Background: an optimization exercise with open tools, aiming at small area. Do not read the settings as production practice. The RTL was checked by simulation tests, not by an equivalence proof against the original design. No activity file was given, so power comes from the tool's default toggle rates.

`design.v`:
```
`timescale 1ns/1ps
module BAUD_GEN (
    input        I_CLK,
    input        I_RESET_N,
    input  [3:0] I_BAUD_RATE,
    input        I_BCLK_MODE,
    input        I_CNT_EN,
    input        I_CNT_LOAD,
    output logic O_BCLK
);
localparam logic [8:0] END_STATE = 9'b000000000;
logic [8:0] cnt_reg;
logic [8:0] divisor;
always_comb begin
    case ({I_BCLK_MODE, I_BAUD_RATE[1:0]})
        3'b000: divisor = 9'b000110111;  
        3'b001: divisor = 9'b101001001;  
        3'b010: divisor = 9'b000101101;  
        3'b011: divisor = 9'b010011001;  
        3'b100: divisor = 9'b001110110;  
        3'b101: divisor = 9'b101001101;  
        3'b110: divisor = 9'b100010001;  
        default: divisor = 9'b000010010;  
    endcase
end
wire at_end = (cnt_reg == END_STATE);
always_ff @(posedge I_CLK or negedge I_RESET_N) begin
    if (!I_RESET_N)
        cnt_reg <= END_STATE;
    else if (I_CNT_EN)
        cnt_reg <= (I_CNT_LOAD | at_end) ? divisor : {cnt_reg[7:0], ~(cnt_reg[4] ^ cnt_reg[8])};
end
assign O_BCLK = at_end & I_CNT_EN;
endmodule
`timescale 1ns/1ps
module FIFO_SYNC (
    input              I_CLK,
    input              I_RESET_N,
    input              I_WR_EN,
    input              I_RD_EN,
    input        [7:0] I_FIFO_WDATA,
    output logic [7:0] O_FIFO_RDATA,
    output logic       O_FIFO_FULL,
    output logic       O_FIFO_EMPTY
);
logic [7:0] mem [0:15];
logic [4:0] last_n;    
wire  [4:0] last = ~last_n;
wire push = I_WR_EN & ~O_FIFO_FULL;
wire pop  = I_RD_EN & ~O_FIFO_EMPTY;
always_ff @(posedge I_CLK) begin
    if (push) begin
        mem[0] <= I_FIFO_WDATA;
        for (int i = 1; i < 16; i++)
            mem[i] <= mem[i-1];
    end
end
always_ff @(posedge I_CLK or negedge I_RESET_N) begin
    if (!I_RESET_N)
        last_n <= 5'b00000;
    else if (push & ~pop)
        last_n <= last_n - 5'd1;
    else if (pop & ~push)
        last_n <= last_n + 5'd1;
end
assign O_FIFO_EMPTY = last[4];
assign O_FIFO_FULL  = ~last[4] & (&last[3:0]);
always_comb begin
    O_FIFO_RDATA = '0;
    for (int i = 0; i < 16; i++)
        O_FIFO_RDATA = O_FIFO_RDATA | ({8{last[3:0] == i}} & mem[i]);
end
endmodule
`timescale 1ns/1ps
module HEX_7_SEG (
    input        [3:0] I_HEX_IN,
    output logic [7:0] O_SEG_OUT
);
wire [3:0] h = I_HEX_IN;
assign O_SEG_OUT[0] = ~((~h[2] & ~h[0]) | (h[3] & ~h[2] & ~h[1]) | (h[3] & ~h[0]) | (~h[3] & h[1]) | (h[2] & h[1]) | (~h[3] & h[2] & h[0]));
assign O_SEG_OUT[1] = (~h[3] & h[2] & ~h[1] & h[0]) | (h[3] & h[2] & ~h[0]) | (h[2] & h[1] & ~h[0]) | (h[3] & h[1] & h[0]);
assign O_SEG_OUT[2] = (h[3] & h[2] & h[1]) | (~h[3] & ~h[2] & h[1] & ~h[0]) | (h[3] & h[2] & ~h[0]);
assign O_SEG_OUT[3] = ~((~h[2] & h[1] & h[0]) | (h[2] & ~h[1] & h[0]) | (h[2] & h[1] & ~h[0]) | (~h[3] & ~h[2] & ~h[0]) | (h[3] & ~h[1]));
assign O_SEG_OUT[4] = (~h[3] & h[0]) | (~h[2] & ~h[1] & h[0]) | (~h[3] & h[2] & ~h[1]);
assign O_SEG_OUT[5] = ~((~h[1] & ~h[0]) | (h[2] & ~h[0]) | (h[3] & h[1]) | (h[3] & ~h[2]) | (~h[3] & h[2] & ~h[1]));
assign O_SEG_OUT[6] = (~h[3] & ~h[2] & ~h[1]) | (h[3] & h[2] & ~h[1] & ~h[0]) | (~h[3] & h[2] & h[1] & h[0]);
assign O_SEG_OUT[7] = 1'b1;
endmodule
`timescale 1ns/1ps
module RECEIVER_SHIFT_REG (
    input              I_CLK,
    input              I_RESET_N,
    input              I_BCLK,
    input              I_FIFO_NFULL,
    input              I_RX_IN,
    input              I_PARITY_EN,
    input              I_PARITY_TYPE,
    output logic       O_PARITY_ERR,
    output logic       O_FIFO_WRITE,
    output logic [7:0] O_RDATA
);
localparam [3:0] P_IDLE   = 4'd0;
localparam [3:0] P_START  = 4'd1;
localparam [3:0] P_PARITY = 4'd2;
localparam [3:0] P_STOP   = 4'd3;
localparam [3:0] P_WRITE  = 4'd4;
localparam [3:0] P_D0     = 4'd8;    
localparam [3:0] P_D7     = 4'd15;
logic [1:0] rx_in_sync;
logic       falling_edge_reg;
logic [3:0] pos;
logic [3:0] baud_cnt;
logic [8:0] shift_reg_n;    
logic       par_acc;
wire rx       = rx_in_sync[1];
wire sample   = I_BCLK & (baud_cnt == 4'd7);
wire shifting = pos[3] | (pos == P_PARITY);
always_ff @(posedge I_CLK or negedge I_RESET_N) begin
    if (!I_RESET_N) begin
        rx_in_sync       <= 2'b11;
        falling_edge_reg <= 1'b1;
    end else begin
        rx_in_sync       <= {rx_in_sync[0], I_RX_IN};
        falling_edge_reg <= rx;
    end
end
always_ff @(posedge I_CLK or negedge I_RESET_N) begin
    if (!I_RESET_N)
        pos <= P_IDLE;
    else begin
        case (pos)
            P_IDLE:  if (~rx & falling_edge_reg & I_FIFO_NFULL) pos <= P_START;
            P_START: if (sample) pos <= rx ? P_IDLE : P_D0;
            P_D7:    if (sample) pos <= I_PARITY_EN ? P_PARITY : P_STOP;
            P_STOP:  if (sample) pos <= rx ? P_WRITE : P_IDLE;
            P_PARITY: if (sample) pos <= P_STOP;
            P_WRITE: pos <= P_IDLE;
            default: if (sample) pos <= pos + 4'd1;
        endcase
    end
end
always_ff @(posedge I_CLK) begin
    if ((pos == P_IDLE) | (pos == P_WRITE))
        baud_cnt <= '0;
    else if (I_BCLK)
        baud_cnt <= baud_cnt + 4'd1;
end
always_ff @(posedge I_CLK) begin
    if (shifting & sample) begin
        shift_reg_n <= {~rx, shift_reg_n[8:1]};
        par_acc   <= par_acc ^ rx;
    end else if (pos == P_IDLE) begin
        shift_reg_n[8] <= 1'b1;
        par_acc      <= 1'b0;
    end
end
always_ff @(posedge I_CLK or negedge I_RESET_N) begin
    if (!I_RESET_N)
        O_PARITY_ERR <= 1'b0;
    else if (~I_PARITY_EN | (pos == P_IDLE))
        O_PARITY_ERR <= 1'b0;
    else if ((pos == P_STOP) & sample)
        O_PARITY_ERR <= par_acc ^ I_PARITY_TYPE;
end
assign O_FIFO_WRITE = (pos == P_WRITE) & ~O_PARITY_ERR;
assign O_RDATA      = ~(I_PARITY_EN ? shift_reg_n[7:0] : shift_reg_n[8:1]);
endmodule
`timescale 1ns/1ps
module TRANS_SHIFT_REG (
    input        I_CLK,
    input        I_BCLK,
    input        I_RESET_N,
    input  [7:0] I_TDATA,
    input        I_FIFO_NEMPTY,
    input        I_PARITY_TYPE,
    input        I_PARITY_EN,
    output logic O_FIFO_READ,
    output logic O_TX_OUT
);
localparam [3:0] P_IDLE   = 4'd0;
localparam [3:0] P_LOAD   = 4'd1;
localparam [3:0] P_START  = 4'd2;
localparam [3:0] P_PARITY = 4'd3;
localparam [3:0] P_STOP   = 4'd4;
localparam [3:0] P_D0     = 4'd8;    
localparam [3:0] P_D7     = 4'd15;
logic [3:0] pos;
logic [3:0] baud_cnt;
logic [7:0] shift_reg;
wire tick    = I_BCLK & (baud_cnt == 4'd15);
wire in_data = pos[3];
always_ff @(posedge I_CLK or negedge I_RESET_N) begin
    if (!I_RESET_N)
        pos <= P_IDLE;
    else begin
        case (pos)
            P_IDLE:   if (I_FIFO_NEMPTY) pos <= P_LOAD;
            P_LOAD:   pos <= P_START;
            P_START:  if (tick) pos <= P_D0;
            P_PARITY: if (tick) pos <= P_STOP;
            P_D7:     if (tick) pos <= I_PARITY_EN ? P_PARITY : P_STOP;
            P_STOP:   if (tick) pos <= P_IDLE;
            default:  if (tick) pos <= pos + 4'd1;
        endcase
    end
end
always_ff @(posedge I_CLK) begin
    if (pos == P_IDLE)
        baud_cnt <= '0;
    else if (I_BCLK)
        baud_cnt <= baud_cnt + 4'd1;
end
always_ff @(posedge I_CLK) begin
    if (pos == P_LOAD)
        shift_reg <= I_TDATA;
    else if (in_data & tick)
        shift_reg <= {shift_reg[7] ^ shift_reg[0], shift_reg[7:1]};
end
assign O_FIFO_READ = (pos == P_LOAD);
always_comb begin
    if (pos == P_START)
        O_TX_OUT = 1'b0;
    else if (in_data)
        O_TX_OUT = shift_reg[0];
    else if (pos == P_PARITY)
        O_TX_OUT = ~I_PARITY_EN | (shift_reg[6] ^ I_PARITY_TYPE);
    else
        O_TX_OUT = 1'b1;
end
endmodule
`timescale 1ns/1ps
module UART_TOP(
    input                I_CLK,
    input                I_RESET_N,
    input [3:0]          I_BAUD_RATE,
    input                I_BCLK_MODE,  
    input                I_CNT_EN,   
    input                I_CNT_LOAD,   
    input                I_PARITY_TYPE, 
    input                I_PARITY_EN,
    input                I_WR_EN,       
    input                I_RD_EN,       
    input [7:0]          I_WDATA,
    input                I_RX_IN,
    output logic        O_TX_OUT,
    output logic        O_RX_FULL,
    output logic        O_TX_EMPTY,
    output logic [15:0] O_RDATA,
    output logic        O_PARITY_ERR,
    output logic        O_RX_EMPTY
);
    logic [7:0] rdata_out;
    logic       bclk;
    logic       rsr_fifo_nfull;
    logic       rsr_write;
    logic [7:0] rsr_data;
    logic       tsr_fifo_nempty;
    logic       tsr_read;
    logic [7:0] tsr_data;
    logic       parity_error;
    logic       rsr_fifo_empty;
BAUD_GEN baud_gen(
    .I_CLK       ( I_CLK),
    .I_RESET_N   ( I_RESET_N),
    .I_BAUD_RATE ( I_BAUD_RATE),
    .I_BCLK_MODE ( I_BCLK_MODE),
    .I_CNT_EN    ( I_CNT_EN),
    .I_CNT_LOAD  ( I_CNT_LOAD),
    .O_BCLK      ( bclk)
);
RECEIVER_SHIFT_REG receiver_shift_reg(
    .I_CLK         ( I_CLK),
    .I_RESET_N     ( I_RESET_N),
    .I_BCLK        ( bclk),
    .I_FIFO_NFULL  ( ~rsr_fifo_nfull),
    .I_RX_IN       ( I_RX_IN),
    .I_PARITY_EN   ( I_PARITY_EN),
    .I_PARITY_TYPE ( I_PARITY_TYPE),
    .O_PARITY_ERR  ( parity_error),
    .O_FIFO_WRITE  ( rsr_write),
    .O_RDATA       ( rsr_data)
);
FIFO_SYNC fifo_sync_rsr(
    .I_CLK        ( I_CLK),
    .I_RESET_N    ( I_RESET_N),
    .I_WR_EN      ( rsr_write),
    .I_RD_EN      ( I_RD_EN),
    .I_FIFO_WDATA ( rsr_data),
    .O_FIFO_RDATA ( rdata_out),
    .O_FIFO_FULL  ( rsr_fifo_nfull),
    .O_FIFO_EMPTY ( rsr_fifo_empty)
);
TRANS_SHIFT_REG trans_shift_reg(
    .I_CLK         ( I_CLK),
    .I_BCLK        ( bclk),
    .I_RESET_N     ( I_RESET_N),
    .I_TDATA       ( tsr_data),
    .I_FIFO_NEMPTY ( ~tsr_fifo_nempty),
    .I_PARITY_EN   ( I_PARITY_EN),
    .I_PARITY_TYPE ( I_PARITY_TYPE),
    .O_FIFO_READ   ( tsr_read),
    .O_TX_OUT      ( O_TX_OUT)
);
FIFO_SYNC fifo_sync_tsr(
    .I_CLK        ( I_CLK),
    .I_RESET_N    ( I_RESET_N),
    .I_WR_EN      ( I_WR_EN),
    .I_RD_EN      ( tsr_read),
    .I_FIFO_WDATA ( I_WDATA),
    .O_FIFO_RDATA ( tsr_data),
    .O_FIFO_FULL  ( ),
    .O_FIFO_EMPTY ( tsr_fifo_nempty)
);
HEX_7_SEG hex_7_seg_0(
    .I_HEX_IN  ( rdata_out[3:0]),
    .O_SEG_OUT ( O_RDATA[7:0])  
);
HEX_7_SEG hex_7_seg_1(
    .I_HEX_IN  ( rdata_out[7:4]),
    .O_SEG_OUT ( O_RDATA[15:8])  
);
assign O_TX_EMPTY   = tsr_fifo_nempty;
assign O_RX_FULL    = rsr_fifo_nfull;
assign O_PARITY_ERR = parity_error;
assign O_RX_EMPTY   = rsr_fifo_empty;
endmodule
```
`flow/run.sh`:
```
#!/bin/bash
# The standard layout (standard.sh), with these changes in how the layout
# is made:
#  - synthesis: flow/synth_area.tcl sources synth_recipe.tcl unchanged but has
#    Yosys's abc pass use the area-oriented ABC script flow/area.abc, and
#    ADDER_MAP_FILE is left empty so adders are mapped by ABC with the rest
#    of the logic instead of as separate half/full-adder cells. Registers are
#    mapped and named as in the standard synthesis.
#  - port buffering uses the smallest buffer (buf_1);
#  - clock tree synthesis clusters up to 30 sinks per leaf buffer
#    (clkbuf_16) within a 200 um diameter, uses clkbuf_4 for the root and
#    the branches above the leaf buffers, and inserts no dummy loads.
# make's full output goes to flow_make.log; each ORFS step (Yosys, OpenROAD)
# writes its own log under orfs/logs/.
set -euo pipefail
HERE=$(pwd)
export FLOW_SYNTH_TCL="$HERE/synth_recipe.tcl"
export FLOW_ABC_SCRIPT="$HERE/flow/area.abc"
export BUFFER_PORTS_ARGS="-buffer_cell sky130_fd_sc_hd__buf_1"
export CTS_ARGS="-sink_clustering_enable -repair_clock_nets -sink_clustering_size 30 -sink_clustering_max_diameter 200 -dont_use_dummy_load -root_buf sky130_fd_sc_hd__clkbuf_4 -tree_buf sky130_fd_sc_hd__clkbuf_4 -sink_clustering_buffer sky130_fd_sc_hd__clkbuf_16 -buf_list {sky130_fd_sc_hd__clkbuf_4 sky130_fd_sc_hd__clkbuf_16}"
bash standard.sh SYNTH_SCRIPT="$HERE/flow/synth_area.tcl" ADDER_MAP_FILE= finish > flow_make.log 2>&1
```
`flow/area.abc`:
```
strash
&get -n
&deepsyn -I 4 -J 50
&put
if -K 4 -a
mfs2 -a
strash
dc2
dch -f
amap -F 8 -A 8
```
`flow/synth_area.tcl`:
```
# The standard synthesis (synth_recipe.tcl, sourced unchanged), except
# that Yosys's abc pass maps the combinational logic with the area-oriented
# ABC script flow/area.abc instead of ORFS's speed script. Registers are
# mapped by dfflibmap as in the standard synthesis and keep their names.
proc abc {args} {
  set i [lsearch $args -script]
  if {$i >= 0} { lset args [expr {$i + 1}] $::env(FLOW_ABC_SCRIPT) }
  yosys abc {*}$args
}
source $::env(FLOW_SYNTH_TCL)
```
`standard.sh`:
```
#!/bin/bash
# synth_recipe.tcl (not shown) runs the flow's synth.tcl, then flattens the netlist and writes it again
# the make line also repeats each setting of config.mk as NAME=value (left out here)
make -C /OpenROAD-flow-scripts/flow DESIGN_CONFIG=/design/flow/config.mk WORK_HOME=/design/flow/orfs CLKGATE_MAP_FILE= SYNTH_SCRIPT=/design/flow/synth_recipe.tcl "${@:-finish}"
```
`config.mk`:
```
export PLATFORM = sky130hd
export DESIGN_NAME = UART_TOP
export DESIGN_NICKNAME = UART_TOP
export VERILOG_FILES = /design/flow/design.v
export SDC_FILE = /design/flow/constraint.sdc
export NUM_CORES = 4
export LEC_CHECK = 0
export CAP_MARGIN = 20
export CORE_MARGIN = 2
export CORE_UTILIZATION = 40
export SLEW_MARGIN = 20
```
`constraint.sdc`:
```
create_clock -name core_clock -period 20.0 [get_ports {I_CLK}]
set_input_delay 4.0000 -clock core_clock [delete_from_list [all_inputs] [get_ports {I_CLK}]]
set_output_delay 4.0000 -clock core_clock [all_outputs]
set_load 0.01 [all_outputs]
```
==> results.yml <==
run_status:
  status: "timing/DRC/antenna clean"
final_layout:
  design_area_um2: 12840
  fillCellCount: 2638
  syn_to_final_growth_pct: 8.361
  top_regs: "fifo_sync_rsr.mem x128, fifo_sync_tsr.mem x128"
  fin_util: 0.4368
  layout.cells.non_filler: 1234
  layout-drive-gt1-share: 0.03203
  nets: 867
clock_network:
  ctsLongestPathBuffers: 3
  cts-resized-gates: 0
  clk_pin_slew_worst_paths_ns: 0.11
  cts-root-buf: "clkbuf_4"
  htreeDepth: 1
  cts_tree: "built"
  postCtsSetupBuffers: 0
  clock_sinks: 313
  clk_latency_ns: 0.72
  holdBufCountCts: 0
  cts_made_buffers: 14
synth:
  netlist_area_um2: 11850
  ys_warn_count: 5
  synth_top_area_share: 0.6942
  avgSynthCellArea_um2: 15.10
  postSynthCellCount: 785
  ys_seq_area_frac: 0.7735
  yosys.area.top_type: "edfxtp_1"
  ys_ff_latch: 313
  synth_area_leaders: "edfxtp_1, dfrtp_1, a222oi_1"
  synth_edf_count: 274
  netlist-cell-type-count: 44
  synth-async-reset-ratio: 0.09904
  ys.flop_type: "edfxtp_1"
detailed_routing:
  ant_nets: 0
  drt-total-wl_um: 24440
  vias: 7129
  viasPerCell: 5.777
  drt_iter0_markers: 1028
  drc: 0
  routedWlPerCell_um: 19.81
  drtPass1Iterations: 8
critical_path:
  arrival_ns: 5.49
  crit_start: "I_PARITY_EN"
  path_class: "in -> out"
  crit_required_ns: 16.00
  worstReg2RegStart: "receiver_shift_reg.pos[1]"
  end_kind: "output pin"
  cp-start-kind: "input pin"
  path_max_fanout: 13
timing:
  maxSlewViolCount: 0
  period_needed_ns: 9.487
  fin_tns_setup_ns: 0
  setup_viol: 0
  maxSlewHeadroom: 0.2190
  max_freq_ghz: 0.1054
  rsz0062_at_grt: "no"
  finalClockSkew_ns: 0.1332
  worstMarginPinSlew_ns: 1.167
  hold_viol_final: 0
  period_share: 0.4744
  fin_hold_ws_ns: 0.3542
  setup_slack_ns: 10.51
power_and_ir_drop:
  power.total_mw: 1.260
  p_leak_nw: 3.975
  switchingPower_uw: 313.2
  p_sw_frac: 0.2486
  seqPwrFrac: 0.673
  power_frac_clock: 0.227
  intPower_uw: 946.5
  combPwrFrac: 0.100
  peakVddDrop_v: 0.00008288
  power_density_nw_per_um2: 98.08
placed_design:
  dp.cells: 1219
  hpwl_um: 15380
  postPlaceCellArea_um2: 12540
  numPortBuffers: 38
  dp_slack_ns: 10.49
  finalWeightedCongestion: 0.8141
floorplanning:
  die-area_um2: 31030
  die_x_um: 176.1
  start_util: 0.4031
  pin_count: 43
  die_h_um: 176.1
  rows: 63
  core_um2: 29400
global_route:
  grt_pass1_wl_um: 37790
  grt_use_total: 0.1557
  grt_max_degree: 73
  grt_pass1_vias: 6674
  antenna_found_initial: 1
  grt-ovfl-total: 0
flow_run:
  cap_violations: 0
worst_hold_path:
  min_from: "fifo_sync_rsr.mem[4][7]"
  min-delay-path-class: "reg -> reg"
-- worst max-delay path: stages --
cell and delay, ns:
buf_1 0.28, clkinv_1 0.41, a221oi_1 0.33, nor2_1 0.07, nor3_1 0.14, a21oi_1 0.10, buf_1 0.16
-- power by group through the flow --
stage / logic, mW / registers (mW) / clock network [mW]
final: 0.127 / 0.847 / 0.286
after global routing: 0.140 / 0.856 / 0.314
after CTS: 0.126 / 0.847 / 0.296
after detailed placement: 0.126 / 0.860 / 0
after global placement: 0.124 / 0.859 / 0
after floorplan: 0.0857 / 0.865 / 0
-- cell usage in the layout (no fill, tap or decap), drive strengths merged, types with 14 or more instances in the layout --
cell    count
nor2       90
a21oi      18
edfxtp    274
a221oi     18
a22oi      28
a222oi     51
o22ai      16
nand2      61
nand3      14
clkinv     61
buf        44
o21ai      34
clkbuf     15
nor3       17
dfrtp      28
-- per-layer routing --
| metal | GRT usage | vias up | wire (um) |
|---|---|---|---|
| met2 | 0.2400 | 275 | 11160 |
| li1 | - | 3288 | - |
| met3 | 0.02110 | 33 | 1781 |
| met1 | 0.2344 | 3533 | 11070 |
| met4 | 0.03857 | 0 | 431 |
| met5 | 0.003205 | - | 0 |
-- cell usage after synthesis (6+ instances only) --
library cell and count:
clkinv_1 61, a31oi_1 6, a221oi_1 18, nor3_1 17
o21ai_0 34, o22ai_1 16, nand4_1 9, a21oi_1 18
edfxtp_1 274, nand3_1 14, dfxtp_1 8, nor2_1 90
nand2_1 61, a22oi_1 28, a222oi_1 51, dfrtp_1 28
-- final timing paths --
path	slack [ns]	cells after the start	endpoint
setup / recovery	10.51	7	O_TX_OUT
max in group asynchronous	16.15	1	receiver_shift_reg.pos[0]
hold reg to reg	0.35	0	fifo_sync_rsr.mem[5][7]
min in group asynchronous	3.35	1	trans_shift_reg.pos[3]
hold / removal	0.35	0	fifo_sync_rsr.mem[5][7]
setup reg to reg	16.31	5	fifo_sync_rsr.mem[6][3]
-- layout make-up --
type / count / area, um2 / share of cell area
Tap cell: 390 / 488.0 / 0.03799
Sequential cell: 313 / 9168 / 0.7138
Inverter: 61 / 229.0 / 0.01783
Timing Repair Buffer: 45 / 196.4 / 0.01529
Antenna cell: 1 / 2.502 / 0.0001948
Clock buffer: 14 / 297.8 / 0.02319
Multi-Input combinational cell: 410 / 2462 / 0.1917
-- kinds of logic (layout without fill, tap and decap cells) --
kind of cell,after synthesis,in the layout,synth area share
buffers and inverters,63,120,0.02058
DFF,313,313,0.7735
and+or+nand+nor,201,201,0.07147
other,1,3,0.0003164
AOI/OAI and AO/OA,207,207,0.1342

re-timing with driven ports:
The flow's constraints put no driver on any port. The routed layout listed below was extracted and timed again, unchanged, in two steps. Step 1, drivers: a clkbuf_16 drives I_CLK and a buf_2 each remaining input, both assumed. Step 2 moves the port delays by t, midway between the first and last clock arrival at a register: inputs arrive t later, outputs are due t later. That takes back most of the time a late clock gives input paths. Three values: ideal, step 1, step 2; two values: the first two.
t, ns: 0.698
slack for setup (ns): 10.513 / 10.459 / 10.459
worst hold slack (ns): 0.354 / 0.354 / 0.354
clock arrival spread, ns: 0.135 / 0.135
slew at the worst register clock pin (ns): 0.11 / 0.11
After both steps this run still meets setup and hold. The setup slack of this run moves by -0.054 ns with the drivers and by -0.054 ns with both steps.
